This design comes from an exercise in tuning for small area on the open sky130 flow, not from production work. In this exercise RTL edits were held to simulation tests only and were not proved equivalent to the original. Power figures rest on the tool's default switching activity, not on a simulated workload.

[design.v]
`default_nettype none
module avlst2wshb
#(
    parameter ADDR_WIDTH   = 32,
    parameter DATA_WIDTH   = 32
)
(
    input  wire                  clk,
    input  wire                  rst,
    input  wire                  st_valid,
    output wire                  st_ready,
    input  wire [DATA_WIDTH-1:0] st_data,
    input  wire                  st_startofpacket,
    input  wire                  st_endofpacket,
    output wire                  m_cyc,
    output wire                  m_stb,
    output wire [ADDR_WIDTH-1:0] m_adr,
    output wire                  m_we,
    output wire [DATA_WIDTH-1:0] m_dat_ms,
    output wire [DATA_WIDTH/8-1:0] m_sel,
    output wire [2:0]            m_cti,
    output wire [1:0]            m_bte,
    input  wire                  m_ack
);
localparam [2:0] WAIT_ID_CTL_DATA      = 3'd0,
                 RD_CTL_DATA           = 3'd1,
                 WAIT_START_VIDEO_DATA = 3'd2,
                 RD_VIDEO_DATA         = 3'd3,
                 RD_VIDEO_DATA_1       = 3'd4;
reg [2:0] r_state;
reg [DATA_WIDTH:0] f_mem [0:3];
reg [1:0] f_wp, f_rp, f_usedw;
reg       f_full, f_empty;
wire f_write  = (r_state == RD_VIDEO_DATA) && st_valid;
wire f_read   = m_ack;
wire f_alfull = (f_usedw == 2'd3);
wire [DATA_WIDTH:0] f_rdata = f_mem[f_rp];
always @(posedge clk)
if (rst)
    r_state <= WAIT_ID_CTL_DATA;
else
    case (r_state)
        WAIT_ID_CTL_DATA:
            if (st_valid && st_startofpacket && st_data[3:0] == 4'hf)
                r_state <= RD_CTL_DATA;
        RD_CTL_DATA:
            if (st_valid && st_endofpacket)
                r_state <= WAIT_START_VIDEO_DATA;
        WAIT_START_VIDEO_DATA:
            if (st_valid && st_startofpacket && st_data[3:0] == 4'h0)
                r_state <= RD_VIDEO_DATA;
        RD_VIDEO_DATA:
            if (f_alfull && st_valid && !st_endofpacket)
                r_state <= RD_VIDEO_DATA_1;
            else if (!f_full && st_valid && st_endofpacket)
                r_state <= WAIT_ID_CTL_DATA;
        RD_VIDEO_DATA_1:
            if (m_ack)
                r_state <= RD_VIDEO_DATA;
        default:
            r_state <= WAIT_ID_CTL_DATA;
    endcase
always @(posedge clk)
if (f_write && !f_full)
    f_mem[f_wp] <= {st_endofpacket, st_data};
always @(posedge clk)
if (rst)
begin
    f_wp    <= 2'd0;
    f_rp    <= 2'd0;
    f_full  <= 1'b0;
    f_empty <= 1'b1;
    f_usedw <= 2'd0;
end
else
begin
    if (f_write && !f_full)
        f_wp <= f_wp + 1'b1;
    if (f_read && !f_empty)
        f_rp <= f_rp + 1'b1;
    if (!f_read && f_write && (f_wp == f_rp - 1'b1))
        f_full <= 1'b1;
    else if (f_full && f_read)
        f_full <= 1'b0;
    if (f_read && !f_write && (f_rp == f_wp - 1'b1))
        f_empty <= 1'b1;
    else if (f_empty && f_write)
        f_empty <= 1'b0;
    if (f_write && !f_read)
        f_usedw <= f_wp + 1'b1;
    else if (f_write && f_read)
        f_usedw <= f_wp - f_rp + 1'b1;
    else if (!f_write && f_read)
        f_usedw <= f_usedw - 1'b1;
    else
        f_usedw <= 2'd0;
end
reg [ADDR_WIDTH-1:2] r_pix_adr;
reg r_stall;
always @(posedge clk)
if (rst)
begin
    r_stall   <= 1'b1;
    r_pix_adr <= '0;
end
else
begin
    r_stall <= 1'b0;
    if (m_ack)
    begin
        r_stall   <= &r_pix_adr[5:2];
        r_pix_adr <= f_rdata[DATA_WIDTH] ? '0 : r_pix_adr + 1'b1;
    end
end
assign st_ready = !((r_state == RD_VIDEO_DATA) || (r_state == RD_VIDEO_DATA_1)) ||
                  ((r_state == RD_VIDEO_DATA) && !f_alfull) ||
                  ((r_state == RD_VIDEO_DATA_1) && m_ack);
assign m_cyc    = !r_stall;
assign m_stb    = !f_empty && !r_stall;
assign m_adr    = {r_pix_adr, 2'b00};
assign m_we     = 1'b1;
assign m_sel    = 4'hf;
assign m_dat_ms = f_rdata[DATA_WIDTH-1:0];
assign m_cti    = 3'd0;
assign m_bte    = 2'd0;
endmodule
`default_nettype wire
`default_nettype none
module wshb2avl
#(
    parameter ADDR_WIDTH   = 32,
    parameter DATA_WIDTH   = 32,
    parameter AVL_BURST_LENGTH = 32
)
(
    input  wire                  clk,
    input  wire                  rst,
    input  wire                  s_cyc,
    input  wire                  s_stb,
    input  wire [ADDR_WIDTH-1:0] s_adr,
    input  wire                  s_we,
    input  wire [DATA_WIDTH-1:0] s_dat_ms,
    output wire                  s_ack,
    output wire [DATA_WIDTH-1:0] s_dat_sm,
    output wire                  s_err,
    output wire                  s_rty,
    input  wire                  avl_waitrequest,
    output wire [ADDR_WIDTH-1:0] avl_address,
    output wire                  avl_read,
    output wire                  avl_write,
    output wire [DATA_WIDTH-1:0] avl_writedata,
    output wire [DATA_WIDTH/8-1:0] avl_byteenable,
    output wire [7:0]            avl_burstcount,
    input  wire                  avl_readdatavalid,
    input  wire [DATA_WIDTH-1:0] avl_readdata,
    input wire [31:0] img_addr
);
wire valid_read_req  = s_cyc && s_stb && !s_we;
wire valid_write_req = s_cyc && s_stb &&  s_we;
localparam [1:0] AVL_IDLE = 2'd0, RD_BURST = 2'd1, WR_BURST = 2'd2;
localparam [1:0] WB_IDLE = 2'd0, WB_FIFO_WRITE = 2'd1, WB_FIFO_READ = 2'd2, WB_FIFO_FLUSH = 2'd3;
reg [1:0] r_avl_state;
reg [1:0] r_wb_state;
reg wb_avail_write;    
reg avl_avail_read;    
reg [ADDR_WIDTH-1:0] r_base;
reg [3:0] r_wcnt;
reg [5:0] r_rcnt;
reg [3:0] r_burst_avl_wr;
reg [4:0] r_burst_count;
wire wb_pending_write = (r_wb_state == WB_FIFO_WRITE);
wire avl_pending_read = (r_avl_state == RD_BURST);
wire [4:0] idx = wb_pending_write ? {1'b0, r_wcnt} : r_rcnt[4:0];
wire match_addr = (s_adr == {r_base[ADDR_WIDTH-1:2] + idx, r_base[1:0]});
reg [2:0] wf_wp, wf_rp;
reg wf_full, wf_empty;
wire wf_write = wb_pending_write && valid_write_req && match_addr;
wire wf_read  = (r_avl_state == WR_BURST) && !avl_waitrequest;
always @(posedge clk)
if (rst)
begin
    wf_wp    <= 3'd0;
    wf_rp    <= 3'd0;
    wf_full  <= 1'b0;
    wf_empty <= 1'b1;
end
else
begin
    if (wf_put)
        wf_wp <= wf_wp + 1'b1;
    if (wf_read && !wf_empty)
        wf_rp <= wf_rp + 1'b1;
    if (!wf_read && wf_write && (wf_wp == wf_rp - 1'b1))
        wf_full <= 1'b1;
    else if (wf_full && wf_read)
        wf_full <= 1'b0;
    if (wf_read && !wf_write && (wf_rp == wf_wp - 1'b1))
        wf_empty <= 1'b1;
    else if (wf_empty && wf_write)
        wf_empty <= 1'b0;
end
wire wr_run_end = wb_pending_write && !wb_avail_write &&
                  (wf_full || (valid_write_req && !match_addr) || valid_read_req);
reg [DATA_WIDTH-1:0] rf_mem [0:31];
wire wf_put = wf_write && !wf_full;
wire [DATA_WIDTH-1:0] rf_wdata = avl_pending_read ? avl_readdata : s_dat_ms;
wire rf_empty = (r_rcnt == (avl_pending_read ? {1'b0, r_burst_count} : 6'd32));
wire rf_write = avl_pending_read && avl_readdatavalid;
wire flush_now = (r_wb_state == WB_FIFO_FLUSH) && !avl_pending_read;
wire rf_zero0  = flush_now || (rst && !(avl_pending_read && (r_burst_count != 5'd0)));
always @(posedge clk)
if (rf_zero0)
    rf_mem[0] <= '0;
else if (rf_write && !rst && (r_burst_count == 5'd0))
    rf_mem[0] <= avl_readdata;
genvar gi;
generate
for (gi = 1; gi < 32; gi = gi + 1) begin : g_rf
    if (gi >= 8 && gi < 16) begin : g_shared
        always @(posedge clk)
        if ((rf_write && (r_burst_count == gi)) || (wf_put && (wf_wp == gi - 8)))
            rf_mem[gi] <= rf_wdata;
    end
    else if (gi == 16) begin : g_base
        always @(posedge clk)
        if (wr_run_end)
            rf_mem[gi] <= r_base;
        else if (rf_write && (r_burst_count == gi))
            rf_mem[gi] <= avl_readdata;
    end
    else begin : g_rd
        always @(posedge clk)
        if (rf_write && (r_burst_count == gi))
            rf_mem[gi] <= avl_readdata;
    end
end
endgenerate
wire avl_write_rst = (r_avl_state == WR_BURST) && !avl_waitrequest &&
                     (r_burst_count[2:0] == r_burst_avl_wr[2:0] - 1'b1);
wire avl_read_set  = avl_pending_read && avl_readdatavalid && (r_burst_count == 5'd0);
wire avl_rd_start  = (r_avl_state == AVL_IDLE) && !wb_avail_write && valid_read_req &&
                     !avl_waitrequest && !avl_avail_read && !wb_pending_write;
always @(posedge clk)
if (rst)
begin
    r_avl_state   <= AVL_IDLE;
    r_burst_count <= 5'd0;
end
else
    case (r_avl_state)
        AVL_IDLE:
            if (wb_avail_write)
            begin
                r_burst_count <= 5'd0;
                r_avl_state   <= WR_BURST;
            end
            else if (avl_rd_start)
            begin
                r_burst_count <= 5'd0;
                r_avl_state   <= RD_BURST;
            end
        WR_BURST:
            if (!avl_waitrequest && !wf_empty)
            begin
                if (r_burst_count[2:0] == r_burst_avl_wr[2:0] - 1'b1)
                    r_avl_state <= AVL_IDLE;
                else
                    r_burst_count <= r_burst_count + 1'b1;
            end
        RD_BURST:
            if (avl_readdatavalid)
            begin
                if (r_burst_count == 5'd31)
                    r_avl_state <= AVL_IDLE;
                else
                    r_burst_count <= r_burst_count + 1'b1;
            end
        default:
            r_avl_state <= AVL_IDLE;
    endcase
wire [ADDR_WIDTH-1:0] r_avl_base = rf_mem[16];
wire [ADDR_WIDTH-1:0] wr_addr = {r_avl_base[ADDR_WIDTH-1:2] + r_burst_count[2:0], r_avl_base[1:0]};
assign avl_address    = img_addr + ((r_avl_state == WR_BURST) ? wr_addr : s_adr);
assign avl_read       = (r_avl_state == AVL_IDLE) && valid_read_req && !avl_avail_read &&
                        !(wb_pending_write || wb_avail_write);
assign avl_write      = (r_avl_state == WR_BURST) && !wf_empty;
wire [4:0] rf_ridx = (r_avl_state == WR_BURST) ? {2'b01, wf_rp} : r_rcnt[4:0];
wire [DATA_WIDTH-1:0] rf_rdata = rf_mem[rf_ridx];
assign avl_writedata  = rf_rdata;
assign avl_byteenable = '1;
assign avl_burstcount = (r_avl_state == WR_BURST) ? {4'd0, r_burst_avl_wr} : AVL_BURST_LENGTH;
always @(posedge clk)
if (rst)
    r_wb_state <= WB_IDLE;
else
    case (r_wb_state)
        WB_IDLE:
            if (valid_write_req)
                r_wb_state <= WB_FIFO_WRITE;
            else if (valid_read_req)
                r_wb_state <= WB_FIFO_READ;
        WB_FIFO_WRITE:
            if (wr_run_end)
                r_wb_state <= WB_IDLE;
        WB_FIFO_READ:
            if (avl_avail_read)
            begin
                if (rf_empty)
                begin
                    if (!avl_pending_read)
                        r_wb_state <= WB_IDLE;
                end
                else if ((valid_read_req && !match_addr) || valid_write_req)
                    r_wb_state <= WB_FIFO_FLUSH;
            end
        default:  
            if (!avl_pending_read)
                r_wb_state <= WB_IDLE;
    endcase
always @(posedge clk)
begin
    if ((r_wb_state == WB_IDLE && valid_write_req) || avl_rd_start)
        r_base <= s_adr;
    if (wr_run_end)
    begin
        r_burst_avl_wr <= r_wcnt;
    end
end
wire wb_write_ack = wb_pending_write && valid_write_req && match_addr && !wf_full;
wire wb_read_ack  = (r_wb_state == WB_FIFO_READ) && avl_avail_read && valid_read_req &&
                    match_addr && !rf_empty;
always @(posedge clk)
begin
    if (r_wb_state == WB_IDLE)
        r_wcnt <= 4'd0;
    else if (wb_write_ack)
        r_wcnt <= r_wcnt + 1'b1;
    if (rst || !avl_avail_read)
        r_rcnt <= 6'd0;
    else if (wb_read_ack)
        r_rcnt <= r_rcnt + 1'b1;
end
wire wb_write_set = wb_pending_write && (wf_full || (valid_write_req && !match_addr) || valid_read_req);
wire wb_read_rst  = ((r_wb_state == WB_FIFO_READ) && avl_avail_read && rf_empty && !avl_pending_read) ||
                    flush_now;
always @(posedge clk)
if (rst)
begin
    wb_avail_write <= 1'b0;
    avl_avail_read <= 1'b0;
end
else
begin
    wb_avail_write <= wb_avail_write ? !avl_write_rst : wb_write_set;
    avl_avail_read <= avl_avail_read ? !wb_read_rst   : avl_read_set;
end
assign s_ack    = wb_read_ack || wb_write_ack;
assign s_dat_sm = wb_pending_write ? rf_mem[0] : rf_rdata;
assign s_err    = 1'b0;
assign s_rty    = 1'b0;
endmodule
`default_nettype wire
`default_nettype none
module fpga_bridge
(
    input  wire        sys_clk,
    input  wire        sys_rst,
    input  wire        avl_waitrequest,
    output wire [31:0] avl_address,
    output wire        avl_read,
    output wire        avl_write,
    output wire [31:0] avl_writedata,
    output wire [3:0]  avl_byteenable,
    output wire [7:0]  avl_burstcount,
    input  wire        avl_readdatavalid,
    input  wire [31:0] avl_readdata,
    input  wire        st_valid,
    output wire        st_ready,
    input  wire [31:0] st_data,
    input  wire        st_startofpacket,
    input  wire        st_endofpacket,
    input  wire        s_cyc,
    input  wire        s_stb,
    input  wire [31:0] s_adr,
    input  wire        s_we,
    input  wire [31:0] s_dat_ms,
    input  wire [3:0]  s_sel,
    input  wire [2:0]  s_cti,
    input  wire [1:0]  s_bte,
    output wire        s_ack,
    output wire [31:0] s_dat_sm,
    output wire        s_err,
    output wire        s_rty,
    output wire        m_cyc,
    output wire        m_stb,
    output wire [31:0] m_adr,
    output wire        m_we,
    output wire [31:0] m_dat_ms,
    output wire [3:0]  m_sel,
    output wire [2:0]  m_cti,
    output wire [1:0]  m_bte,
    input  wire        m_ack,
    input  wire [31:0] m_dat_sm,
    input  wire        m_err,
    input  wire        m_rty,
    input  wire [31:0] img_addr
);
avlst2wshb 
avlst2wshb_inst 
(
    .clk(sys_clk),
    .rst(sys_rst),
    .st_valid(st_valid),
    .st_ready(st_ready),
    .st_data(st_data),
    .st_startofpacket(st_startofpacket),
    .st_endofpacket(st_endofpacket),
    .m_cyc(m_cyc),
    .m_stb(m_stb),
    .m_adr(m_adr),
    .m_we(m_we),
    .m_dat_ms(m_dat_ms),
    .m_sel(m_sel),
    .m_cti(m_cti),
    .m_bte(m_bte),
    .m_ack(m_ack)
);
wshb2avl 
#(
    .ADDR_WIDTH(32),
    .DATA_WIDTH(32),
    .AVL_BURST_LENGTH(32)
)
wshb2avl_i 
(
    .clk(sys_clk),
    .rst(sys_rst),
    .s_cyc(s_cyc),
    .s_stb(s_stb),
    .s_adr(s_adr),
    .s_we(s_we),
    .s_dat_ms(s_dat_ms),
    .s_ack(s_ack),
    .s_dat_sm(s_dat_sm),
    .s_err(s_err),
    .s_rty(s_rty),
    .avl_waitrequest(avl_waitrequest),
    .avl_address(avl_address),
    .avl_read(avl_read),
    .avl_write(avl_write),
    .avl_writedata(avl_writedata),
    .avl_byteenable(avl_byteenable),
    .avl_burstcount(avl_burstcount),
    .avl_readdatavalid(avl_readdatavalid),
    .avl_readdata(avl_readdata),
    .img_addr(img_addr)
);
endmodule
`default_nettype wire
[flow/run.sh]
#!/bin/bash
# Standard ORFS layout (the standard.sh, unchanged synthesis), with:
#  - port buffers made of sky130_fd_sc_hd__buf_1 instead of the default cell,
#  - a clock tree of small clock buffers, larger sink clusters, no dummy loads,
#  - synthesis buffers removed before placement.
# Each step's full output goes to a log file in this folder.
set -euo pipefail
export BUFFER_PORTS_ARGS="-buffer_cell sky130_fd_sc_hd__buf_1"
export CTS_ARGS="-sink_clustering_enable -repair_clock_nets -dont_use_dummy_load -buf_list sky130_fd_sc_hd__clkbuf_4 -sink_clustering_size 10 -sink_clustering_max_diameter 40"
export REMOVE_ABC_BUFFERS=1
bash standard.sh synth > synth.log 2>&1
bash standard.sh finish > layout.log 2>&1
[standard.sh]
#!/bin/bash
# synth_recipe.tcl (not shown) runs the flow's synth.tcl, then flattens the netlist and writes it again
# the make line also repeats each setting of config.mk as NAME=value (left out here)
make -C /OpenROAD-flow-scripts/flow DESIGN_CONFIG=/design/flow/config.mk WORK_HOME=/design/flow/orfs CLKGATE_MAP_FILE= SYNTH_SCRIPT=/design/flow/synth_recipe.tcl "${@:-finish}"
[config.mk]
export PLATFORM = sky130hd
export DESIGN_NAME = fpga_bridge
export DESIGN_NICKNAME = fpga_bridge
export VERILOG_FILES = /design/flow/design.v
export SDC_FILE = /design/flow/constraint.sdc
export NUM_CORES = 4
export LEC_CHECK = 0
export CAP_MARGIN = 5
export CORE_MARGIN = 2
export CORE_UTILIZATION = 55
export SLEW_MARGIN = 5
[constraint.sdc]
create_clock -name core_clock -period 10.0 [get_ports {sys_clk}]
set_input_delay 2.0000 -clock core_clock [delete_from_list [all_inputs] [get_ports {sys_clk}]]
set_output_delay 2.0000 -clock core_clock [all_outputs]
set_load 0.01 [all_outputs]
==> out/summary.txt, run 1 <==
min Tclk post-route = 8820 ps
Core ar. = 93,300 sq um
area growth from synthesis to layout = 8.68%
Adder-Cell Fraction of Synth Area = 1.76%
#FFs+latches synth = 1,265
CP Launch Type = register
clk buf depth = 3
Async SR Flop Fraction = 0%
Worst-path clk slew = 80 ps
# fillers = 7,205
H-Tree Depth = 4
Nets = 4,091
EDFF count, synth = 1,160
outcome = timing/DRC/antenna clean
worst-case clock skew = 141 ps
largest area contributor in the netlist = edfxtp_1
DR pass1 iterations = 8
Row Count = 112
Final Hold Fails = 0
die height = 311 microns
Most used DFF post-synth = edfxtp_1
# setup viols final = 0
WS Path Type = register to output port
unrepaired setup endpoints after global routing = no
worst skew pair latency = 1140 ps
MaxCap Viol Count = 0
Root Buffer = clkbuf_4
largest net degree at the start of global routing = 90
Post-CTS Setup Bufs = 0
DRC = 0
post-synthesis compound-gate area fraction = 11.0%
Synth Instances = 3,376
Post-Synth XOR/XNOR Area = 2.50%
Placed Cells = 4,886
Synth Warn # = 3
Crit Path Max Fanout = 89
clock sink total = 1,265
Overall Global Routing Usage = 33.3%
DR vias/cell = 6.69
initial core utilization = 55.6%
global-route wire length before repair = 230 mm
# IOs = 404
vias in the first global route = 32,500
synth unique cells = 76
DIE AREA = 96,800 sq um
Lkg Pwr = 18.0 nW
post-cts repair resize count = 0
count of final max-slew check failures = 0
Slew headroom = 8.69%
routability cong. = 0.863
post-synthesis sequential area ratio = 71.2%
worst min path class = register to register
Detailed Route WL = 163 mm
CTS tree = built
critical path required time = 8000 ps
CP arrival = 6820 ps
GR Overflow Total = 0
initial antenna violation count = 7
Simple-Gate Fraction of Synth Area = 7.02%
crit end category = output port
top cell type's share of synthesized area = 67.2%
VDD IR max = 0.122 mV
Hold Slack = 472 ps
PwrDens = 158 nW/um^2
# hold bufs at CTS = 0
Post-Syn Area = 51,900 sq um
CTS Buf Count = 170
syn avg cell area = 15.4 sq um
Vias = 33,900
Setup TNS = 0 ps
Highest Clock Rate = 113 MHz
measured slew at the worst slew-check pin = 1370 ps
most area-consuming cells after synthesis = edfxtp_1 67%, dfxtp_1 4.1%, a22oi_1 3.0%
DP HPWL = 91.9 mm
Routed Antenna Nets = 0
post-route insts no fill = 5,068
mux contribution to synthesized area = 4.55%
power consumption = 0.00889 W
Iter 0 DRT Violations = 4,679
Die W = 311 microns
layout cell share with drive strength beyond 1 = 12.7%
Tcrit/Tclk final = 88.2%
I/O Buffers = 339
DR WL/cell = 32.2 microns
largest family of logic cells by synthesized area = compound AO/OA/AOI/OAI gates
[cell usage after synthesis (9+ instances only)]
master,count
or4_1,31
a221oi_1,122
a21o_1,21
a22oi_1,207
and3_1,20
a31oi_1,15
or3_1,22
a222oi_1,32
buf_1,13
o21ai_0,55
xor2_1,65
nand4_1,66
mux4_2,33
a21oi_1,121
ha_1,68
a211oi_1,9
nor3_1,28
nor2_1,160
nand2b_1,18
mux2_2,104
mux2i_1,11
edfxtp_1,1160
a22o_1,123
nand3_1,97
inv_1,45
buf_4,23
and4_1,12
nand2_1,160
xnor2_1,83
nor4_1,17
mux2_1,30
dfxtp_1,105
nor2b_1,17
clkbuf_1,147
and2_1,25
[stage by stage]
step / cell area (sq um) / setup WS (ps) / util, %
floorplan: 51100 / 1080 / -
global placement: 55000 / 2450 / 59.0
detailed placement: 55000 / 2390 / 59.0
CTS: 56300 / 1140 / 60.4
global route: 56400 / 826 / 60.4
finish: 56400 / 1180 / 60.4
[worst paths after layout]
check | start | endpoint | slack [ps] | depth (start not counted)
worst max-delay path | wshb2avl_i.r_avl_state[0] | s_dat_sm[2] | 1180 | 14
worst min-delay path | wshb2avl_i.rf_mem[0][13] | wshb2avl_i.rf_mem[0][13] | 470 | 2
worst max register to register | wshb2avl_i.r_wb_state[0] | wshb2avl_i.rf_mem[16][13] | 3400 | 13
worst min register to register | wshb2avl_i.rf_mem[0][13] | wshb2avl_i.rf_mem[0][13] | 470 | 2
[report_power, final]
group | total [W] | switching (W) | internal (W)
sequential | 0.00588 | 0.0000282 | 0.00585
clock | 0.00240 | 0.00162 | 0.000778
combinational | 0.000618 | 0.000419 | 0.000198
total | 0.00889 | 0.00207 | 0.00682
[cell usage in the layout, fill, tap and decap left out, types with 10 or more instances in the layout]
master    netlist  routed
edfxtp_1     1160    1160
buf_1          13     338
a22oi_1       207     207
clkbuf_4        0     170
nand2_1       160     160
nor2_1        160     134
a22o_1        123     122
a221oi_1      122     122
a21oi_1       121     119
mux2_2        104     104
dfxtp_1       105     104
nand3_1        97      97
buf_4          23      90
xnor2_1        83      83
nand4_1        66      66
ha_1           68      66
xor2_1         65      65
o21ai_0        55      55
inv_1          45      45
mux4_2         33      33
a222oi_1       32      32
or4_1          31      31
mux2_1         30      30
nor3_1         28      24
or3_1          22      22
a21o_1         21      21
conb_1          2      21
and3_1         20      19
and2_1         25      18
nor2_4          0      18
nand2b_1       18      18
a31oi_1        15      14
and4_1         12      12
nor2b_1        17      12
nor4_1         17      11
mux2i_1        11      11
diode_2         0      10
[routing by layer]
layer  vias to the layer above  global-route usage, %  wire length (microns)
met5                         -                      0                     14
met3                       323                   7.51                  17600
met2                      2161                   51.3                  74600
li1                      14300                      -                      -
met4                         2                   13.1                   6190
met1                     17100                   46.4                  65000
[sequential cells by signal, summed over array words and instances (netlist names), named ones only]
signal	count
wshb2avl_i.wf_full	1
wshb2avl_i.avl_avail_read	1
avlst2wshb_inst.r_pix_adr	30
avlst2wshb_inst.f_mem	132
wshb2avl_i.r_wcnt	4
wshb2avl_i.r_burst_avl_wr	4
avlst2wshb_inst.f_empty	1
wshb2avl_i.wf_wp	3
avlst2wshb_inst.f_full	1
wshb2avl_i.wb_avail_write	1
wshb2avl_i.r_wb_state	2
wshb2avl_i.wf_empty	1
wshb2avl_i.wf_rp	3
avlst2wshb_inst.f_wp	2
wshb2avl_i.r_burst_count	5
wshb2avl_i.r_base	32
avlst2wshb_inst.f_rp	2
wshb2avl_i.rf_mem	1024
avlst2wshb_inst.f_usedw	2
avlst2wshb_inst.r_stall	1
wshb2avl_i.r_rcnt	6
wshb2avl_i.r_avl_state	2
avlst2wshb_inst.r_state	3
[worst max-delay path, cell delays in order, from the launching register on]
cell and delay (ps):
dfxtp_1 350, inv_1 150, ha_4 780, nor3b_1 160, a31oi_2 860, nor2_4 50, buf_4 360, or4_1 470
nor4_1 240, nand4_1 200, a21oi_4 710, buf_4 510, mux2_2 400, mux2_2 260, buf_1 130
[area by class of cell]
class	count	area [sq um]	share of cell area (%)
multi-input combinational	1891	14400	25.6
sequential	1265	36900	65.5
tap	1254	1570	2.78
timing repair buffer	431	1970	3.50
antenna	10	25.0	0.0444
clock buffer	170	1280	2.26
inverter	47	176	0.313
[logic make-up after synthesis]
family	after synthesis
multiplexers	178
adder cells (fa/ha/maj)	71
AO/OA/AOI/OAI	763
buffers and inverters	239
AND/OR/NAND/NOR	710
other	2
flip-flops	1265
XOR/XNOR	148
==> inputs of run 2 (changes only) <==
--- a/config.mk
+++ b/config.mk
@@ -7,5 +7,5 @@
 export LEC_CHECK = 0
 export CAP_MARGIN = 5
 export CORE_MARGIN = 2
-export CORE_UTILIZATION = 55
+export CORE_UTILIZATION = 40
 export SLEW_MARGIN = 5
==> run 2 against run 1 <==
  * Highest routed layer unchanged
  * Still clean
  * Synthesized cell count is the same
  * First-iteration DRC count shrank 2.7%
  * Register-to-register slack lost 590 ps
==> out/summary.txt, run 2 <==
routability cong. = 0.927 (+7.5%)
commonest non-fill, non-tap cell in the layout = edfxtp_1
die height = 364 microns (+17%)
# hold bufs at CTS = 0 (unchanged)
# fillers = 11,600 (+62%)
DR pass1 iterations = 7 (-1)
synth unique cells = 76 (unchanged)
unrepaired setup endpoints after global routing = no
CTS tree = built
worst min path class = register to register
critical path required time = 8000 ps (about the same)
layout cell share with drive strength beyond 1 = 12.6% (-0.13 points)
Vias = 33,500 (-1.2%)
Tcrit/Tclk final = 93.6% (+5.4 points)
worst hold stages = 2 (unchanged)
GR Overflow Total = 0 (unchanged)
syn avg cell area = 15.4 sq um (unchanged)
Lkg Pwr = 18.0 nW (-0.24%)
area growth from synthesis to layout = 9.82%
CP arrival = 7360 ps (+540 ps)
outcome = timing/DRC/antenna clean
max reg flops = 1,024 (unchanged)
crit end category = output port
final core occ = 44.1% (-16 points)
vias in the first global route = 31,600 (-2.9%)
Synth Instances = 3,376 (unchanged)
initial antenna violation count = 17 (+10)
CP Buf/Inv Count = 3 (-1)
initial core utilization = 40.2% (-15 points)
Final Hold Fails = 0 (unchanged)
worst r2r src = wshb2avl_i.r_wb_state[0]
clock sink total = 1,265 (unchanged)
I/O Buffers = 339 (unchanged)
WHS Endpoint = wshb2avl_i.rf_mem[0][23]
top cell type's share of synthesized area = 67.2% (unchanged)
Synth Warn # = 3 (unchanged)
Setup TNS = 0 ps (unchanged)
Async SR Flop Fraction = 0% (unchanged)
register with the most flip-flops = wshb2avl_i.rf_mem
Core ar. = 129,000 sq um (+38%)
Nets = 4,082 (-0.22%)
worst-case clock skew = 165 ps (+23.8 ps)
Root Buffer = clkbuf_4
Highest Clock Rate = 107 MHz (-5.8%)
H-Tree Depth = 4 (unchanged)
Slew headroom = 14.9% (+6.2 points)
worst skew pair latency = 1250 ps (+110 ps)
CTS Buf Count = 167 (-1.8%)
Post-CTS Setup Bufs = 0 (unchanged)
Most used DFF post-synth = edfxtp_1
min Tclk post-route = 9360 ps (+541 ps)
biggest regs = wshb2avl_i.rf_mem x1024, avlst2wshb_inst.f_mem x132, wshb2avl_i.r_base x32
clk buf depth = 3 (unchanged)
Row Count = 132 (+18%)
DRC = 0 (unchanged)
Routed Antenna Nets = 0 (unchanged)
post-synthesis sequential area ratio = 71.2% (unchanged)
WS Path Type = register to output port
MaxCap Viol Count = 0 (unchanged)
# setup viols final = 0 (unchanged)
count of final max-slew check failures = 0 (unchanged)
largest net degree at the start of global routing = 63 (-30%)
# IOs = 404 (unchanged)
hold path start = wshb2avl_i.rf_mem[0][23]
Iter 0 DRT Violations = 4,551 (-2.7%)
Overall Global Routing Usage = 25.5% (-7.8 points)
Commonest cells post-synth = 1,160 x edfxtp_1, 207 x a22oi_1, 160 x nand2_1, 160 x nor2_1, 147 x clkbuf_1
most area-consuming cells after synthesis = edfxtp_1 67%, dfxtp_1 4.1%, a22oi_1 3.0%
most frequent cells in the layout = 1,160 x edfxtp_1, 338 x buf_1, 207 x a22oi_1
crit-path leading delay family = compound AO/OA/AOI/OAI gates
DP HPWL = 103 mm (+12%)
measured slew at the worst slew-check pin = 1270 ps (-95.7 ps)
VDD IR max = 0.115 mV (-5.5%)
Detailed Route WL = 172 mm (+5.5%)
DIE AREA = 133,000 sq um (+37%)
CP Launch Type = register
R2R setup slack = 2810 ps (-590 ps)
#FFs+latches synth = 1,265 (unchanged)
count leader, synth = edfxtp_1
worst r2r dst = wshb2avl_i.rf_mem[16][14]
max incr delay on CP = 870 ps (about the same)
DR vias/cell = 6.04 (-9.8%)
Worst-path clk slew = 100 ps (+20 ps)
EDFF count, synth = 1,160 (unchanged)
Die W = 364 microns (+17%)
Crit Path Max Fanout = 9 (-90%)
R2R depth = 15 (+2)
crit-path cells = ha_1, a21o_1, a21o_1, nand4_1, buf_4, inv_1, and3_1, xnor2_1, a21oi_1, ha_1, o21a_1, a221oi_1, o221ai_1, o31ai_1, a31oi_1, a21o_1, a21oi_1, xnor2_1, buf_1
DR WL/cell = 31.0 microns (-3.7%)
largest area contributor in the netlist = edfxtp_1
Most common cell on crit path = a21o_1
post-cts repair resize count = 0 (unchanged)
global-route wire length before repair = 236 mm (+2.8%)
slowest CP cell = a221oi_1
Post-Syn Area = 51,900 sq um (unchanged)
PwrDens = 156 nW/um^2 (-0.83%)
## run 2: logic make-up (layout without fill, tap and decap cells)
group | count (synthesis) | after routing | share of synthesized area, %
AO/OA/AOI/OAI | 763 | 763 | 11.0
adder cells (fa/ha/maj) | 71 | 71 | 1.76
AND/OR/NAND/NOR | 710 | 710 | 7.02
multiplexers | 178 | 178 | 4.55
other | 2 | 36 | 0.0145
XOR/XNOR | 148 | 148 | 2.50
buffers and inverters | 239 | 639 | 1.95
flip-flops | 1265 | 1265 | 71.2
## run 2: cell type report
class	instances	area, sq um	area share, %
Antenna cell	15	37.5	0.0659
Inverter	47	176	0.310
Timing Repair Buffer	425	1920	3.37
Tap cell	1742	2180	3.83
Sequential cell	1265	36900	64.8
Clock buffer	167	1250	2.20
Multi-Input combinational cell	1891	14500	25.4
## run 2: power breakdown
part / total, W / internal, W / switching [W]
logic: 0.000659 / 0.000198 / 0.000461
registers: 0.00588 / 0.00585 / 0.0000274
clock network: 0.00238 / 0.000764 / 0.00161
total: 0.00891 / 0.00681 / 0.00210
## run 2: layer usage
layer / GRT usage (%) / part of all wire [%]
met1: 34.3 / 40
met3: 8.59 / 12
met5: 0.654 / 0.11
met2: 39.2 / 45
met4: 7.87 / 3.1
## run 2: tightest hold or removal path, stage by stage (launching register included)
cell and delay, ps:
dfxtp_1 310, nand2_1 50, a21oi_1 50
## run 2: metrics by stage
stage                     std cells  area (sq um)  hold slack [ps]  power, W  setup WS [ps]
after floorplan                3203         51100              439   0.00633           1080
after global placement         5370         55700              449   0.00663           1830
after detailed placement       5370         55700              456   0.00664           1850
after CTS                      5537         56900              466   0.00895            935
after global routing           5548         57000              482   0.00922            454
final                          5552         57000              467   0.00891            639
## run 2: worst max path at each step
stage	from	end	depth (start not counted)
floorplan	wshb2avl_i.r_avl_state[0]	s_dat_sm[10]	9
global placement	s_adr[1]	avl_address[29]	13
detailed placement	s_adr[1]	avl_address[29]	13
CTS	wshb2avl_i.r_burst_count[1]	avl_address[29]	19
global route	wshb2avl_i.r_burst_count[1]	avl_address[29]	19
finish	wshb2avl_i.r_burst_count[1]	avl_address[29]	19
==> inputs of run 3 (changes only) <==
--- a/config.mk
+++ b/config.mk
@@ -5,7 +5,7 @@
 export SDC_FILE = /design/flow/constraint.sdc
 export NUM_CORES = 4
 export LEC_CHECK = 0
-export CAP_MARGIN = 5
+export CAP_MARGIN = 0
 export CORE_MARGIN = 2
 export CORE_UTILIZATION = 40
-export SLEW_MARGIN = 5
+export SLEW_MARGIN = 0
==> run 3 against run 2 <==
  * First-iteration DRC count unchanged
  * Largest power group unchanged
  * Hold slack is the same
  * Worst setup slack is the same
  * Cell count stayed put
  * Design area unchanged
  * Count of clock-buffer cells in the layout unchanged
  * Non-clock buffer count unchanged
  * Still clean
  * Core utilization unchanged
  * Largest cell class unchanged
  * Die area unchanged
  * Clock skew stayed put
  * Synthesized cell count unchanged
==> out/summary.txt, run 3 <==
outcome = timing/DRC/antenna clean
Place WS = 1850 ps (unchanged)
initial core utilization = 40.2% (unchanged)
worst r2r dst = wshb2avl_i.rf_mem[16][14]
WHS Endpoint = wshb2avl_i.rf_mem[0][23]
Core ar. = 129,000 sq um (unchanged)
critical path required time = 8000 ps (about the same)
I/O Buffers = 339 (unchanged)
Slew headroom = 14.9% (unchanged)
measured slew at the worst slew-check pin = 1270 ps (unchanged)
unrepaired setup endpoints after global routing = no
crit-path leading delay family = compound AO/OA/AOI/OAI gates
CP Buf/Inv Count = 3 (unchanged)
CP Launch Type = register
GR Overflow Total = 0 (unchanged)
count leader, synth = edfxtp_1
biggest regs = wshb2avl_i.rf_mem x1024, avlst2wshb_inst.f_mem x132, wshb2avl_i.r_base x32
PwrDens = 156 nW/um^2 (unchanged)
Most used DFF post-synth = edfxtp_1
CTS Buf Count = 167 (unchanged)
hold path start = wshb2avl_i.rf_mem[0][23]
area growth from synthesis to layout = 9.82% (unchanged)
crit end category = output port
DR vias/cell = 6.04 (unchanged)
largest net degree at the start of global routing = 63 (unchanged)
layout cell share with drive strength beyond 1 = 12.6% (unchanged)
# fillers = 11,600 (unchanged)
clk buf depth = 3 (unchanged)
CTS tree = built
final worst setup slack = 639 ps (unchanged)
Tcrit/Tclk final = 93.6% (unchanged)
Lkg Pwr = 18.0 nW (unchanged)
# hold bufs at CTS = 0 (unchanged)
initial antenna violation count = 17 (unchanged)
Post-CTS Setup Bufs = 0 (unchanged)
#FFs+latches synth = 1,265 (unchanged)
DIE AREA = 133,000 sq um (unchanged)
Async SR Flop Fraction = 0% (unchanged)
multi-input logic area = 14,500 sq um (unchanged)
most area-consuming cells after synthesis = edfxtp_1 67%, dfxtp_1 4.1%, a22oi_1 3.0%
Final Hold Fails = 0 (unchanged)
R2R depth = 15 (unchanged)
commonest non-fill, non-tap cell in the layout = edfxtp_1
Overall Global Routing Usage = 25.5% (unchanged)
Post-Syn Area = 51,900 sq um (unchanged)
die height = 364 microns (unchanged)
Setup TNS = 0 ps (unchanged)
max incr delay on CP = 870 ps (about the same)
post-cts repair resize count = 0 (unchanged)
max reg flops = 1,024 (unchanged)
post-synthesis sequential area ratio = 71.2% (unchanged)
DR WL/cell = 31.0 microns (unchanged)
Synth Instances = 3,376 (unchanged)
Synth Warn # = 3 (unchanged)
global-route wire length before repair = 236 mm (unchanged)
largest area contributor in the netlist = edfxtp_1
register with the most flip-flops = wshb2avl_i.rf_mem
DP HPWL = 103 mm (unchanged)
Vias = 33,500 (unchanged)
# setup viols final = 0 (unchanged)
Iter 0 DRT Violations = 4,551 (unchanged)
count of final max-slew check failures = 0 (unchanged)
EDFF count, synth = 1,160 (unchanged)
Detailed Route WL = 172 mm (unchanged)
CP arrival = 7360 ps (about the same)
WS Path Type = register to output port
worst-case clock skew = 165 ps (unchanged)
Worst-path clk slew = 100 ps (about the same)
Most common cell on crit path = a21o_1
crit-path cells = ha_1, a21o_1, a21o_1, nand4_1, buf_4, inv_1, and3_1, xnor2_1, a21oi_1, ha_1, o21a_1, a221oi_1, o221ai_1, o31ai_1, a31oi_1, a21o_1, a21oi_1, xnor2_1, buf_1
vias in the first global route = 31,600 (unchanged)
Row Count = 132 (unchanged)
worst hold stages = 2 (unchanged)
Routed Antenna Nets = 0 (unchanged)
Root Buffer = clkbuf_4
H-Tree Depth = 4 (unchanged)
syn avg cell area = 15.4 sq um (unchanged)
clock sink total = 1,265 (unchanged)
Register Area = 36,900 sq um (unchanged)
worst min path class = register to register
MaxCap Viol Count = 0 (unchanged)
synth unique cells = 76 (unchanged)
min Tclk post-route = 9360 ps (unchanged)
routability cong. = 0.927 (unchanged)
Crit Path Max Fanout = 9 (unchanged)
DRC = 0 (unchanged)
Commonest cells post-synth = 1,160 x edfxtp_1, 207 x a22oi_1, 160 x nand2_1, 160 x nor2_1, 147 x clkbuf_1
Die W = 364 microns (unchanged)
most frequent cells in the layout = 1,160 x edfxtp_1, 338 x buf_1, 207 x a22oi_1
worst skew pair latency = 1250 ps (about the same)
worst r2r src = wshb2avl_i.r_wb_state[0]
Nets = 4,082 (unchanged)
slowest CP cell = a221oi_1
# IOs = 404 (unchanged)
Highest Clock Rate = 107 MHz (unchanged)
VDD IR max = 0.115 mV (unchanged)
R2R setup slack = 2810 ps (about the same)
DR pass1 iterations = 7 (unchanged)
top cell type's share of synthesized area = 67.2% (unchanged)
[run 3: power breakdown]
part | switching, W | internal, W | total, W
clock | 0.00161 | 0.000764 | 0.00238
combinational | 0.000461 | 0.000198 | 0.000659
sequential | 0.0000274 | 0.00585 | 0.00588
[run 3: area by class of cell]
| type | count | area share [%] |
|---|---|---|
| Timing Repair Buffer | 425 | 3.37 |
| Inverter | 47 | 0.310 |
| Antenna cell | 15 | 0.0659 |
| Sequential cell | 1265 | 64.8 |
| Multi-Input combinational cell | 1891 | 25.4 |
| Tap cell | 1742 | 3.83 |
| Clock buffer | 167 | 2.20 |
[run 3: per-layer routing]
| metal | vias to the layer above | GRT usage [%] | share of wire (%) |
|---|---|---|---|
| li1 | 14300 | - | - |
| met1 | 16900 | 34.3 | 40 |
| met2 | 1981 | 39.2 | 45 |
| met3 | 311 | 8.59 | 12 |
| met4 | 14 | 7.87 | 3.1 |
| met5 | - | 0.654 | 0.11 |
[run 3: worst max-delay path by stage]
stage                                            from              end  depth (start not counted)
after global routing      wshb2avl_i.r_burst_count[1]  avl_address[29]                         19
after floorplan             wshb2avl_i.r_avl_state[0]     s_dat_sm[10]                          9
after CTS                 wshb2avl_i.r_burst_count[1]  avl_address[29]                         19
final                     wshb2avl_i.r_burst_count[1]  avl_address[29]                         19
after detailed placement                     s_adr[1]  avl_address[29]                         13
after global placement                       s_adr[1]  avl_address[29]                         13
[run 3: metrics by stage]
step / utilization (%) / hold slack (ps) / cells / total power (W) / instance area, sq um
2_1_floorplan: - / 439 / 3203 / 0.00633 / 51100
3_3_place_gp: 43.1 / 449 / 5370 / 0.00663 / 55700
3_5_place_dp: 43.1 / 456 / 5370 / 0.00664 / 55700
4_1_cts: 44.1 / 466 / 5537 / 0.00895 / 56900
5_1_grt: 44.1 / 482 / 5548 / 0.00922 / 57000
6_report: 44.1 / 467 / 5552 / 0.00891 / 57000
[run 3: kinds of logic (layout without fill, tap and decap cells)]
family / after synthesis / in the layout / synth area share (%)
AOI/OAI and AO/OA: 763 / 763 / 11.0
and+or+nand+nor: 710 / 710 / 7.02
muxes: 178 / 178 / 4.55
buffers and inverters: 239 / 639 / 1.95
other: 2 / 36 / 0.0145
adders and majority gates: 71 / 71 / 1.76
xor gates and xnor gates: 148 / 148 / 2.50
DFF: 1265 / 1265 / 71.2
[run 3: tightest hold or removal path, stage by stage (launching register included)]
cell     delay (ps)
dfxtp_1         310
nand2_1          50
a21oi_1          50
==> inputs of run 4 (changes only) <==
--- a/design.v
+++ b/design.v
@@ -176,6 +176,7 @@
 reg wf_full, wf_empty;
 wire wf_write = wb_pending_write && valid_write_req && match_addr;
 wire wf_read  = (r_avl_state == WR_BURST) && !avl_waitrequest;
+wire wf_put   = wf_write && !wf_full;
 always @(posedge clk)
 if (rst)
 begin
@@ -202,7 +203,6 @@
 wire wr_run_end = wb_pending_write && !wb_avail_write &&
                   (wf_full || (valid_write_req && !match_addr) || valid_read_req);
 reg [DATA_WIDTH-1:0] rf_mem [0:31];
-wire wf_put = wf_write && !wf_full;
 wire [DATA_WIDTH-1:0] rf_wdata = avl_pending_read ? avl_readdata : s_dat_ms;
 wire rf_empty = (r_rcnt == (avl_pending_read ? {1'b0, r_burst_count} : 6'd32));
 wire rf_write = avl_pending_read && avl_readdatavalid;
--- a/config.mk
+++ b/config.mk
@@ -5,7 +5,7 @@
 export SDC_FILE = /design/flow/constraint.sdc
 export NUM_CORES = 4
 export LEC_CHECK = 0
-export CAP_MARGIN = 0
+export CAP_MARGIN = 5
 export CORE_MARGIN = 2
 export CORE_UTILIZATION = 40
-export SLEW_MARGIN = 0
+export SLEW_MARGIN = 5
==> run 4 against run 3 <==
  * Still clean
  * Synthesized area rose by 0.83%
  * Cell count rose by 2.6%
  * Critical path depth fell by 5
  * Via count rose by 1.2%
  * First-iteration DRC count fell by 2.2%
  * Count of clock-buffer cells in the layout rose by 3
  * Core utilization rose by 0.13 points
  * Hold slack improved by 7.5 ps
  * Largest power group unchanged
==> out/summary.txt, run 4 <==
outcome = timing/DRC/antenna clean
most area-consuming cells after synthesis = edfxtp_1 67%, dfxtp_1 4.0%, a22oi_1 3.7%
Vias = 33,900 (+1.2%)
Lkg Pwr = 17.9 nW (-0.26%)
largest net degree at the start of global routing = 71 (+13%)
Commonest cells post-synth = 1,160 x edfxtp_1, 258 x a22oi_1, 225 x nand2_1
min Tclk post-route = 8330 ps (-1030 ps)
synth unique cells = 96 (+26%)
# hold bufs at CTS = 0 (unchanged)
Nets = 4,234 (+3.7%)
critical path required time = 8000 ps (about the same)
global-route wire length before repair = 228 mm (-3.8%)
Setup TNS = 0 ps (unchanged)
max incr delay on CP = 790 ps (-80 ps)
largest area contributor in the netlist = edfxtp_1
Post-CTS Setup Bufs = 0 (unchanged)
crit-path cells = nor2b_1, buf_4, o21ai_0, ha_1, fa_1, a211o_1, a31o_1, a211o_1, a211oi_2, o2111ai_1, nor4_4, nand2_2, o31ai_1, buf_1
final worst setup slack = 1670 ps (+1030 ps)
#FFs+latches synth = 1,265 (unchanged)
register with the most flip-flops = wshb2avl_i.rf_mem
CP Launch Type = register
Post-Syn Area = 52,300 sq um (+0.83%)
# IOs = 404 (unchanged)
Most used DFF post-synth = edfxtp_1
layout cell share with drive strength beyond 1 = 12.9% (+0.28 points)
PwrDens = 160 nW/um^2 (+2.6%)
CP arrival = 6330 ps (-1030 ps)
register share of total power = 64.6% (-1.3 points)
DRC = 0 (unchanged)
crit-path leading delay family = compound AO/OA/AOI/OAI gates
Place WS = 2760 ps (+912 ps)
syn avg cell area = 14.9 sq um (-3.2%)
DP HPWL = 96.5 mm (-6.2%)
GR Overflow Total = 0 (unchanged)
EDFF count, synth = 1,160 (unchanged)
max reg flops = 1,024 (unchanged)
Tcrit/Tclk final = 83.3% (-10 points)
worst skew pair latency = 1180 ps (-70 ps)
Int Pwr = 0.00694 W (+1.9%)
CTS tree = built
initial antenna violation count = 12 (-5)
clk buf depth = 3 (unchanged)
CTS Buf Count = 170 (+1.8%)
Comb power frac = 9.2% (+1.8 points)
Clk pwr share = 26.2% (-0.5 points)
I/O Buffers = 339 (unchanged)
Synth Instances = 3,517 (+4.2%)
Overall Global Routing Usage = 24.0% (-1.6 points)
slowest CP cell = nor4_4
Async SR Flop Fraction = 0% (unchanged)
count of final max-slew check failures = 0 (unchanged)
Highest Clock Rate = 120 MHz (+12%)
WS Path Type = register to output port
Crit Path Max Fanout = 13 (+4)
vias in the first global route = 32,100 (+1.6%)
commonest non-fill, non-tap cell in the layout = edfxtp_1
unrepaired setup endpoints after global routing = no
Detailed Route WL = 163 mm (-5.3%)
die height = 366 microns (+0.41%)
top cell type's share of synthesized area = 66.6% (-0.55 points)
Routed Antenna Nets = 0 (unchanged)
DIE AREA = 134,000 sq um (+0.82%)
post-synthesis sequential area ratio = 70.6% (-0.58 points)
clock sink total = 1,265 (unchanged)
Synth Warn # = 3 (unchanged)
most frequent cells in the layout = 1,160 x edfxtp_1, 338 x buf_1, 258 x a22oi_1
VDD IR max = 0.105 mV (-8.9%)
worst-case clock skew = 183 ps (+17.6 ps)
DR vias/cell = 5.96 (-1.3%)
Die W = 366 microns (+0.41%)
Net Sw Frac = 24.6% (+0.99 points)
Worst-path clk slew = 110 ps (about the same)
DR WL/cell = 28.6 microns (-7.7%)
Row Count = 132 (unchanged)
initial core utilization = 40.3% (+0.18 points)
Most common cell on crit path = a211o_1
measured slew at the worst slew-check pin = 1310 ps (+31.2 ps)
MaxCap Viol Count = 0 (unchanged)
DR pass1 iterations = 9 (+2)
post-cts repair resize count = 0 (unchanged)
# fillers = 11,700 (+0.57%)
net switching power = 0.00226 W (+7.6%)
area growth from synthesis to layout = 9.67%
Core ar. = 130,000 sq um (+0.38%)
Slew headroom = 12.3% (-2.6 points)
Final Hold Fails = 0 (unchanged)
H-Tree Depth = 4 (unchanged)
final core occ = 44.2% (+0.13 points)
# setup viols final = 0 (unchanged)
crit end category = output port
biggest regs = wshb2avl_i.rf_mem x1024, avlst2wshb_inst.f_mem x132, wshb2avl_i.r_base x32
Iter 0 DRT Violations = 4,450 (-2.2%)
Root Buffer = clkbuf_4
count leader, synth = edfxtp_1
worst min path class = register to register
routability cong. = 0.835 (-10%)
CP Buf/Inv Count = 2 (-1)
==> run 4: cell count changes after synthesis, moves of 14 or more <==
cell      delta
a22oi_1     +51
mux2_4      +26
a221oi_1    -68
a21oi_1     +20
a222oi_1    +32
or3_1       -14
buf_2       +17
mux2_2      -27
nand2_1     +65
mux2_1      -30
nor2_1      +61
or4_1       -19
a22o_1      -74
==> run 4: routing by layer <==
metal	global-route usage, %	up-vias	share of wire (%)	wire, microns
met2	37.4	1859	46	74700
met1	32.3	17000	40	65500
met5	0	-	0	0
met4	8.13	0	2.9	4690
li1	-	14800	-	-
met3	6.48	271	11	18300
==> run 4: path summary, 6_finish.rpt <==
kind / from / endpoint / slack, ps / cells after the start
hold / removal: wshb2avl_i.rf_mem[0][0] / wshb2avl_i.rf_mem[0][0] / 470 / 2
setup reg to reg: wshb2avl_i.r_wb_state[0] / wshb2avl_i.rf_mem[9][0] / 3310 / 13
hold reg to reg: wshb2avl_i.rf_mem[0][0] / wshb2avl_i.rf_mem[0][0] / 470 / 2
setup / recovery: wshb2avl_i.r_wb_state[0] / s_ack / 1670 / 14
==> run 4: layout make-up <==
type                       instances  area, sq um  share of cell area, %
clock buffer                     170         1280                   2.22
sequential                      1265        36900                   64.4
tap                             1742         2180                   3.80
timing repair buffer             453         2130                   3.71
multi-input combinational       2012        14600                   25.5
antenna                            7         17.5                 0.0305
inverter                          47          176                  0.308
==> run 4: logic make-up (layout without fill, tap and decap cells) <==
logic type                 Yosys count  after routing  share of synthesized area (%)
AOI/OAI and AO/OA                  785            785                           11.1
xor gates and xnor gates           139            139                           2.33
adders and majority gates           71             71                           1.74
buffers and inverters              259            670                           2.14
DFF                               1265           1265                           70.6
muxes                              145            145                           4.00
other                                2             28                         0.0144
and+or+nand+nor                    851            851                           8.03
==> run 4: through the flow <==
stage	std cells	instance area [sq um]	total power (W)	hold slack, ps
finish	5696	57400	0.00920	475
global placement	5519	56100	0.00689	456
global route	5695	57400	0.00953	496
detailed placement	5519	56100	0.00690	463
CTS	5689	57300	0.00925	476
floorplan	3324	51400	0.00653	438
==> run 4: power groups by stage <==
| stage | combinational, W | clock, W | sequential (W) |
|---|---|---|---|
| floorplan | 0.000484 | 0 | 0.00604 |
| CTS | 0.000847 | 0.00246 | 0.00594 |
| finish | 0.000849 | 0.00241 | 0.00594 |
| global placement | 0.000833 | 0 | 0.00606 |
| global route | 0.000920 | 0.00267 | 0.00595 |
| detailed placement | 0.000843 | 0 | 0.00606 |
==> run 4: tightest hold or removal path: cells and delay by family, from the launching register on <==
family | cells | cell delay (ps)
flops | 1 | 330
simple gates | 1 | 50
compound gates | 1 | 50
==> inputs of run 5 (changes only) <==
--- a/design.v
+++ b/design.v
@@ -176,7 +176,6 @@
 reg wf_full, wf_empty;
 wire wf_write = wb_pending_write && valid_write_req && match_addr;
 wire wf_read  = (r_avl_state == WR_BURST) && !avl_waitrequest;
-wire wf_put   = wf_write && !wf_full;
 always @(posedge clk)
 if (rst)
 begin
@@ -203,6 +202,7 @@
 wire wr_run_end = wb_pending_write && !wb_avail_write &&
                   (wf_full || (valid_write_req && !match_addr) || valid_read_req);
 reg [DATA_WIDTH-1:0] rf_mem [0:31];
+wire wf_put = wf_write && !wf_full;
 wire [DATA_WIDTH-1:0] rf_wdata = avl_pending_read ? avl_readdata : s_dat_ms;
 wire rf_empty = (r_rcnt == (avl_pending_read ? {1'b0, r_burst_count} : 6'd32));
 wire rf_write = avl_pending_read && avl_readdatavalid;
--- a/flow/run.sh
+++ b/flow/run.sh
@@ -6,7 +6,7 @@
 # Each step's full output goes to a log file in this folder.
 set -euo pipefail
 export BUFFER_PORTS_ARGS="-buffer_cell sky130_fd_sc_hd__buf_1"
-export CTS_ARGS="-sink_clustering_enable -repair_clock_nets -dont_use_dummy_load -buf_list sky130_fd_sc_hd__clkbuf_4 -sink_clustering_size 10 -sink_clustering_max_diameter 40"
+export CTS_ARGS="-sink_clustering_enable -repair_clock_nets -dont_use_dummy_load -buf_list sky130_fd_sc_hd__clkbuf_8 -sink_clustering_size 18 -sink_clustering_max_diameter 40"
 export REMOVE_ABC_BUFFERS=1
 bash standard.sh synth > synth.log 2>&1
 bash standard.sh finish > layout.log 2>&1
--- a/config.mk
+++ b/config.mk
@@ -5,7 +5,7 @@
 export SDC_FILE = /design/flow/constraint.sdc
 export NUM_CORES = 4
 export LEC_CHECK = 0
-export CAP_MARGIN = 5
+export CAP_MARGIN = 10
 export CORE_MARGIN = 2
 export CORE_UTILIZATION = 40
-export SLEW_MARGIN = 5
+export SLEW_MARGIN = 10
==> run 5 against run 4 <==
  * First-iteration DRC count is 1.7% higher
  * Synthesized area is 0.82% lower
  * Highest routed layer is now met5
  * Sequential power is 1% lower
  * Design area is 0.90% higher
  * Critical path depth is 5 higher
  * Largest power group unchanged
  * Clock skew is 36 ps lower
  * Flip-flop and latch count stayed put
  * Register-to-register slack worse by 470 ps
  * Via count is 1.5% lower
==> out/summary.txt, run 5 <==
Commonest cells post-synth = 1,160 x edfxtp_1, 207 x a22oi_1, 160 x nand2_1, 160 x nor2_1, 147 x clkbuf_1
worst r2r src = wshb2avl_i.r_wb_state[0]
EDFF count, synth = 1,160 (unchanged)
Row Count = 132 (unchanged)
count leader, synth = edfxtp_1
register share of total power = 61.0% (-3.6 points)
count of final max-slew check failures = 0 (unchanged)
synth unique cells = 76 (-21%)
clock sink total = 1,265 (unchanged)
# hold bufs at CTS = 0 (unchanged)
Final Hold Fails = 0 (unchanged)
top cell type's share of synthesized area = 67.2% (+0.55 points)
CTS Buf Count = 158 (-7.1%)
Routed Antenna Nets = 0 (unchanged)
met1 Use GR = 34.3% (+2.0 points)
critical path required time = 8000 ps (about the same)
die height = 364 microns (-0.41%)
post-cts repair resize count = 0 (unchanged)
register with the most flip-flops = wshb2avl_i.rf_mem
Crit Path Max Fanout = 9 (-4)
multi-input logic area = 14,500 sq um (-1.2%)
power consumption = 0.00964 W (+4.8%)
GR Overflow Total = 0 (unchanged)
post-synthesis sequential area ratio = 71.2% (+0.58 points)
largest net degree at the start of global routing = 63 (-11%)
Cell Area, Placed = 55,700 sq um (-0.69%)
Final Cell Area = 57,900 sq um (+0.90%)
# IOs = 404 (unchanged)
global-route wire length before repair = 236 mm (+3.9%)
R2R setup slack = 2840 ps (-470 ps)
VDD IR max = 0.131 mV (+24%)
Die W = 364 microns (-0.41%)
WS Path Type = register to output port
biggest regs = wshb2avl_i.rf_mem x1024, avlst2wshb_inst.f_mem x132, wshb2avl_i.r_base x32
Synth Warn # = 3 (unchanged)
Worst-path clk slew = 60 ps (-50 ps)
commonest non-fill, non-tap cell in the layout = edfxtp_1
DR pass1 iterations = 6 (-3)
crit end category = output port
Vias = 33,400 (-1.5%)
area growth from synthesis to layout = 11.6%
outcome = timing/DRC/antenna clean
I/O Buffers = 339 (unchanged)
Net Sw Frac = 22.8% (-1.7 points)
Iter 0 DRT Violations = 4,524 (+1.7%)
Root Buffer = clkbuf_8
Overall Global Routing Usage = 25.5% (+1.6 points)
DRC = 0 (unchanged)
Core ar. = 129,000 sq um (-0.38%)
MaxCap Viol Count = 0 (unchanged)
vias in the first global route = 31,500 (-2.0%)
met2 Usage GRT = 39.1% (+1.7 points)
DP HPWL = 103 mm (+6.6%)
Slew headroom = 17.7% (+5.4 points)
worst hold stages = 2 (unchanged)
CP arrival = 7090 ps (+760 ps)
DR vias/cell = 6.04 (+1.4%)
Highest Clock Rate = 110 MHz (-8.4%)
worst skew pair latency = 940 ps (-240 ps)
largest area contributor in the netlist = edfxtp_1
Lkg Pwr = 18.3 nW (+2.3%)
Most used DFF post-synth = edfxtp_1
Post-CTS Setup Bufs = 0 (unchanged)
net switching power = 0.00220 W (-2.7%)
H-Tree Depth = 4 (unchanged)
most frequent cells in the layout = 1,160 x edfxtp_1, 338 x buf_1, 207 x a22oi_1
post-route insts no fill = 5,534 (-2.8%)
layout cell share with drive strength beyond 1 = 12.4% (-0.46 points)
most area-consuming cells after synthesis = edfxtp_1 67%, dfxtp_1 4.1%, a22oi_1 3.0%
hold path start = wshb2avl_i.rf_mem[0][23]
Post-Syn Area = 51,900 sq um (-0.82%)
Int Pwr = 0.00744 W (+7.2%)
Detailed Route WL = 173 mm (+5.7%)
DR WL/cell = 31.2 microns (+8.8%)
Nets = 4,074 (-3.8%)
# fillers = 11,500 (-1.6%)
Tcrit/Tclk final = 90.9% (+7.6 points)
PwrDens = 167 nW/um^2 (+3.9%)
Register Area = 36,900 sq um (unchanged)
R2R depth = 15 (+2)
met3 usage = 8.11% (+1.6 points)
worst-case clock skew = 147 ps (-36.0 ps)
worst r2r dst = wshb2avl_i.rf_mem[16][30]
max reg flops = 1,024 (unchanged)
busiest grt layer = met2
clk buf depth = 3 (unchanged)
Clk pwr share = 32.2% (+6.0 points)
WHS Endpoint = wshb2avl_i.rf_mem[0][23]
DIE AREA = 133,000 sq um (-0.81%)
Async SR Flop Fraction = 0% (unchanged)
routability cong. = 0.927 (+11%)
Synth Instances = 3,376 (-4.0%)
Placed Cells = 5,370 (-2.7%)
initial antenna violation count = 16 (+4)
CTS tree = built
measured slew at the worst slew-check pin = 1230 ps (-71.0 ps)
min Tclk post-route = 9090 ps (+760 ps)
# setup viols final = 0 (unchanged)
#FFs+latches synth = 1,265 (unchanged)
unrepaired setup endpoints after global routing = no
Setup TNS = 0 ps (unchanged)
syn avg cell area = 15.4 sq um (+3.3%)
Comb power frac = 6.8% (-2.4 points)
initial core utilization = 40.2% (-0.18 points)
worst min path class = register to register
CP Launch Type = register
-- run 5: cell types whose count changed in the layout (fill, tap and decap cells not counted), sizes merged, moves of 20 or more --
| cell | before | now |
|---|---|---|
| a221oi | 54 | 122 |
| buf | 452 | 425 |
| nor2 | 222 | 160 |
| or4 | 12 | 32 |
| mux2 | 103 | 134 |
| a222oi | 64 | 32 |
| a21oi | 141 | 121 |
| a22oi | 258 | 207 |
| nand2 | 226 | 160 |
| a22o | 49 | 123 |
-- run 5: layout make-up --
type	count	share of cell area (%)
diodes	5	0.0216
clock buffers	158	3.76
inverters	47	0.305
multi-input cells	1891	25.0
flip-flops and latches	1265	63.8
well taps	1742	3.77
repair buffers	426	3.34
-- run 5: layer usage --
layer | wire length, microns | part of all wire, %
met5 | 112 | 0.065
met4 | 5920 | 3.4
met3 | 19900 | 12
met2 | 77600 | 45
met1 | 69100 | 40
-- run 5: logic make-up after synthesis --
| group | synth area share, % |
|---|---|
| fa+ha+maj | 1.76 |
| buf+inv | 1.95 |
| other cells | 0.0145 |
| xor+xnor | 2.50 |
| mux | 4.55 |
| simple gates | 7.02 |
| flops | 71.2 |
| compound gates | 11.0 |
-- run 5: stage by stage --
step / hold WS [ps] / worst slack, ps / utilization (%)
4_1_cts: 465 / 1280 / 44.8
3_3_place_gp: 449 / 1830 / 43.1
6_report: 465 / 911 / 44.8
3_5_place_dp: 456 / 1850 / 43.1
2_1_floorplan: 439 / 1080 / -
5_1_grt: 481 / 854 / 44.8
-- run 5: how the worst max path moves through the flow --
stage | start | end | slack, ps | cells after the start
after floorplan | wshb2avl_i.r_avl_state[0] | s_dat_sm[10] | 1080 | 9
after global placement | s_adr[1] | avl_address[29] | 1830 | 13
after detailed placement | s_adr[1] | avl_address[29] | 1850 | 13
after CTS | wshb2avl_i.r_burst_count[1] | avl_address[29] | 1280 | 19
after global routing | wshb2avl_i.r_burst_count[1] | avl_address[29] | 850 | 19
final | wshb2avl_i.r_burst_count[1] | avl_address[29] | 910 | 19
-- run 5: critical path, cell delays in order (launching register included) --
cell	delay (ps)
dfxtp_1	680
ha_1	340
a21o_1	160
a21o_1	210
nand4_1	100
buf_4	180
inv_1	150
and3_1	230
xnor2_1	400
a21oi_1	180
ha_1	400
o21a_1	220
a221oi_1	920
o221ai_1	710
o31ai_1	510
a31oi_1	200
a21o_1	210
a21oi_1	170
xnor2_1	130
buf_1	170
-- run 5: power groups by stage --
stage | Clock [W] | Combinational, W | Sequential, W
6_report | 0.00310 | 0.000660 | 0.00588
5_1_grt | 0.00335 | 0.000710 | 0.00588
4_1_cts | 0.00315 | 0.000651 | 0.00588
3_5_place_dp | 0 | 0.000648 | 0.00600
3_3_place_gp | 0 | 0.000639 | 0.00599
2_1_floorplan | 0 | 0.000345 | 0.00599
==> inputs of run 6 (changes only) <==
--- a/flow/run.sh
+++ b/flow/run.sh
@@ -6,7 +6,7 @@
 # Each step's full output goes to a log file in this folder.
 set -euo pipefail
 export BUFFER_PORTS_ARGS="-buffer_cell sky130_fd_sc_hd__buf_1"
-export CTS_ARGS="-sink_clustering_enable -repair_clock_nets -dont_use_dummy_load -buf_list sky130_fd_sc_hd__clkbuf_8 -sink_clustering_size 18 -sink_clustering_max_diameter 40"
+export CTS_ARGS="-sink_clustering_enable -repair_clock_nets -dont_use_dummy_load -buf_list sky130_fd_sc_hd__clkbuf_2 -sink_clustering_size 6 -sink_clustering_max_diameter 30"
 export REMOVE_ABC_BUFFERS=1
 bash standard.sh synth > synth.log 2>&1
 bash standard.sh finish > layout.log 2>&1
--- a/config.mk
+++ b/config.mk
@@ -5,7 +5,7 @@
 export SDC_FILE = /design/flow/constraint.sdc
 export NUM_CORES = 4
 export LEC_CHECK = 0
-export CAP_MARGIN = 10
+export CAP_MARGIN = 5
 export CORE_MARGIN = 2
 export CORE_UTILIZATION = 40
-export SLEW_MARGIN = 10
+export SLEW_MARGIN = 5
==> run 6 against run 5 <==
  * Synthesized area unchanged
  * Non-clock buffer count decreased by 1
  * Worst setup slack got worse by 660 ps
  * Sequential share of layout area increased by 0.76 points
==> out/summary.txt, run 6 <==
Overall Global Routing Usage = 25.8% (+0.21 points)
clk buf depth = 4 (+1)
most area-consuming cells after synthesis = edfxtp_1 67%, dfxtp_1 4.1%, a22oi_1 3.0%
count leader, synth = edfxtp_1
R2R setup slack = 2780 ps (-60 ps)
largest area contributor in the netlist = edfxtp_1
top cell type's share of synthesized area = 67.2% (unchanged)
Synth Instances = 3,376 (unchanged)
worst r2r dst = wshb2avl_i.rf_mem[16][24]
post-cts repair resize count = 0 (unchanged)
post-synthesis sequential area ratio = 71.2% (unchanged)
Detailed Route WL = 174 mm (+0.55%)
Crit Path Max Fanout = 9 (unchanged)
MaxCap Viol Count = 0 (unchanged)
I/O Buffers = 339 (unchanged)
die height = 364 microns (unchanged)
synth unique cells = 76 (unchanged)
Vias = 34,300 (+2.7%)
CTS Buf Count = 298 (+89%)
crit end category = output port
Hold Slack = 445 ps (-20.1 ps)
DIE AREA = 133,000 sq um (unchanged)
global-route wire length before repair = 239 mm (+1.1%)
outcome = timing/DRC/antenna clean
Worst-path clk slew = 120 ps (+60 ps)
Post-Syn Area = 51,900 sq um (unchanged)
R2R depth = 15 (unchanged)
syn avg cell area = 15.4 sq um (unchanged)
DRC = 0 (unchanged)
Post-CTS Setup Bufs = 0 (unchanged)
Highest Clock Rate = 103 MHz (-6.8%)
H-Tree Depth = 5 (+1)
Commonest cells post-synth = 1,160 x edfxtp_1, 207 x a22oi_1, 160 x nand2_1, 160 x nor2_1, 147 x clkbuf_1
Routed Antenna Nets = 0 (unchanged)
routability cong. = 0.927 (unchanged)
most frequent cells in the layout = 1,160 x edfxtp_1, 338 x buf_1, 299 x clkbuf_2
Register Area = 36,900 sq um (unchanged)
count of final max-slew check failures = 0 (unchanged)
Slew headroom = 15.4% (-2.3 points)
# setup viols final = 0 (unchanged)
largest net degree at the start of global routing = 63 (unchanged)
worst r2r src = wshb2avl_i.r_wb_state[0]
worst min path class = register to register
Iter 0 DRT Violations = 4,628 (+2.3%)
Setup TNS = 0 ps (unchanged)
Most used DFF post-synth = edfxtp_1
VDD IR max = 0.115 mV (-12%)
worst skew pair latency = 1740 ps (+800 ps)
multi-input logic area = 14,500 sq um (unchanged)
area growth from synthesis to layout = 10.3%
Lkg Pwr = 18.4 nW (+0.52%)
#FFs+latches synth = 1,265 (unchanged)
GR Overflow Total = 0 (unchanged)
register with the most flip-flops = wshb2avl_i.rf_mem
vias in the first global route = 32,700 (+4.0%)
initial core utilization = 40.2% (unchanged)
layout cell share with drive strength beyond 1 = 15.5% (+3.1 points)
# IOs = 404 (unchanged)
initial antenna violation count = 20 (+4)
DR vias/cell = 6.04 (about the same)
CP arrival = 7750 ps (+660 ps)
CP Launch Type = register
Die W = 364 microns (unchanged)
Row Count = 132 (unchanged)
DP HPWL = 103 mm (unchanged)
Nets = 4,213 (+3.4%)
max reg flops = 1,024 (unchanged)
Final Hold Fails = 0 (unchanged)
clock sink total = 1,265 (unchanged)
WHS Endpoint = wshb2avl_i.r_burst_avl_wr[0]
EDFF count, synth = 1,160 (unchanged)
-- run 6: worst max path at each step --
| stage | end | start | cells after the start |
|---|---|---|---|
| 4_1_cts | avl_address[29] | wshb2avl_i.r_burst_count[1] | 19 |
| 5_1_grt | avl_address[29] | wshb2avl_i.r_burst_count[1] | 19 |
| 6_report | avl_address[29] | wshb2avl_i.r_burst_count[1] | 19 |
| 3_5_place_dp | avl_address[29] | s_adr[1] | 13 |
| 3_3_place_gp | avl_address[29] | s_adr[1] | 13 |
| 2_1_floorplan | s_dat_sm[10] | wshb2avl_i.r_avl_state[0] | 9 |
-- run 6: cells by family after synthesis --
kind of cell / count (synthesis) / share of synthesized area, %
adders and majority gates: 71 / 1.76
and+or+nand+nor: 710 / 7.02
AOI/OAI and AO/OA: 763 / 11.0
muxes: 178 / 4.55
DFF: 1265 / 71.2
buffers and inverters: 239 / 1.95
other: 2 / 0.0145
xor gates and xnor gates: 148 / 2.50
-- run 6: layout make-up --
type | count | share of cell area (%)
Inverter | 47 | 0.308
Timing Repair Buffer | 425 | 3.36
Sequential cell | 1265 | 64.6
Clock buffer | 298 | 2.61
Multi-Input combinational cell | 1891 | 25.3
Tap cell | 1742 | 3.81
Antenna cell | 12 | 0.0525
-- run 6: worst max-delay path, cell delays in order (launching register included) --
cell,delay [ps]
dfxtp_1,700
ha_1,340
a21o_1,160
a21o_1,210
nand4_1,100
buf_4,180
inv_1,140
and3_1,220
xnor2_1,390
a21oi_1,190
ha_1,400
o21a_1,220
a221oi_1,930
o221ai_1,700
o31ai_1,500
a31oi_1,200
a21o_1,220
a21oi_1,170
xnor2_1,130
buf_1,170
-- run 6: layer usage --
metal	global-route usage, %	wire length (microns)	vias to the layer above
met5	0.944	250	-
met4	8.88	5250	14
met3	8.45	20800	300
met2	39.4	78200	2135
met1	34.4	69000	17200
li1	-	-	14600
-- run 6: report_power, final --
| group | internal [W] | leakage (nW) | switching [W] |
|---|---|---|---|
| clock | 0.000777 | 1.24 | 0.00179 |
| sequential | 0.00585 | 11.3 | 0.0000274 |
| combinational | 0.000198 | 5.93 | 0.000460 |
| total | 0.00682 | 18.4 | 0.00227 |
-- run 6: stage by stage --
step	setup slack, ps	cell area, sq um	power (W)	cells	util [%]
after floorplan	1080	51100	0.00633	3203	-
after global placement	1830	55700	0.00663	5370	43.1
after detailed placement	1850	55700	0.00664	5370	43.1
after CTS	425	57200	0.00916	5668	44.3
after global routing	-1.13	57200	0.00946	5677	44.3
final	246	57200	0.00910	5680	44.3

Check on run 6: ideal ports give 0.246 ns setup slack; a clkbuf_16 on the clock port and buf_2 on the inputs give 0.174 ns; moving port delays by the midpoint clock arrival (1.655 ns) as well gives 1.483 ns.
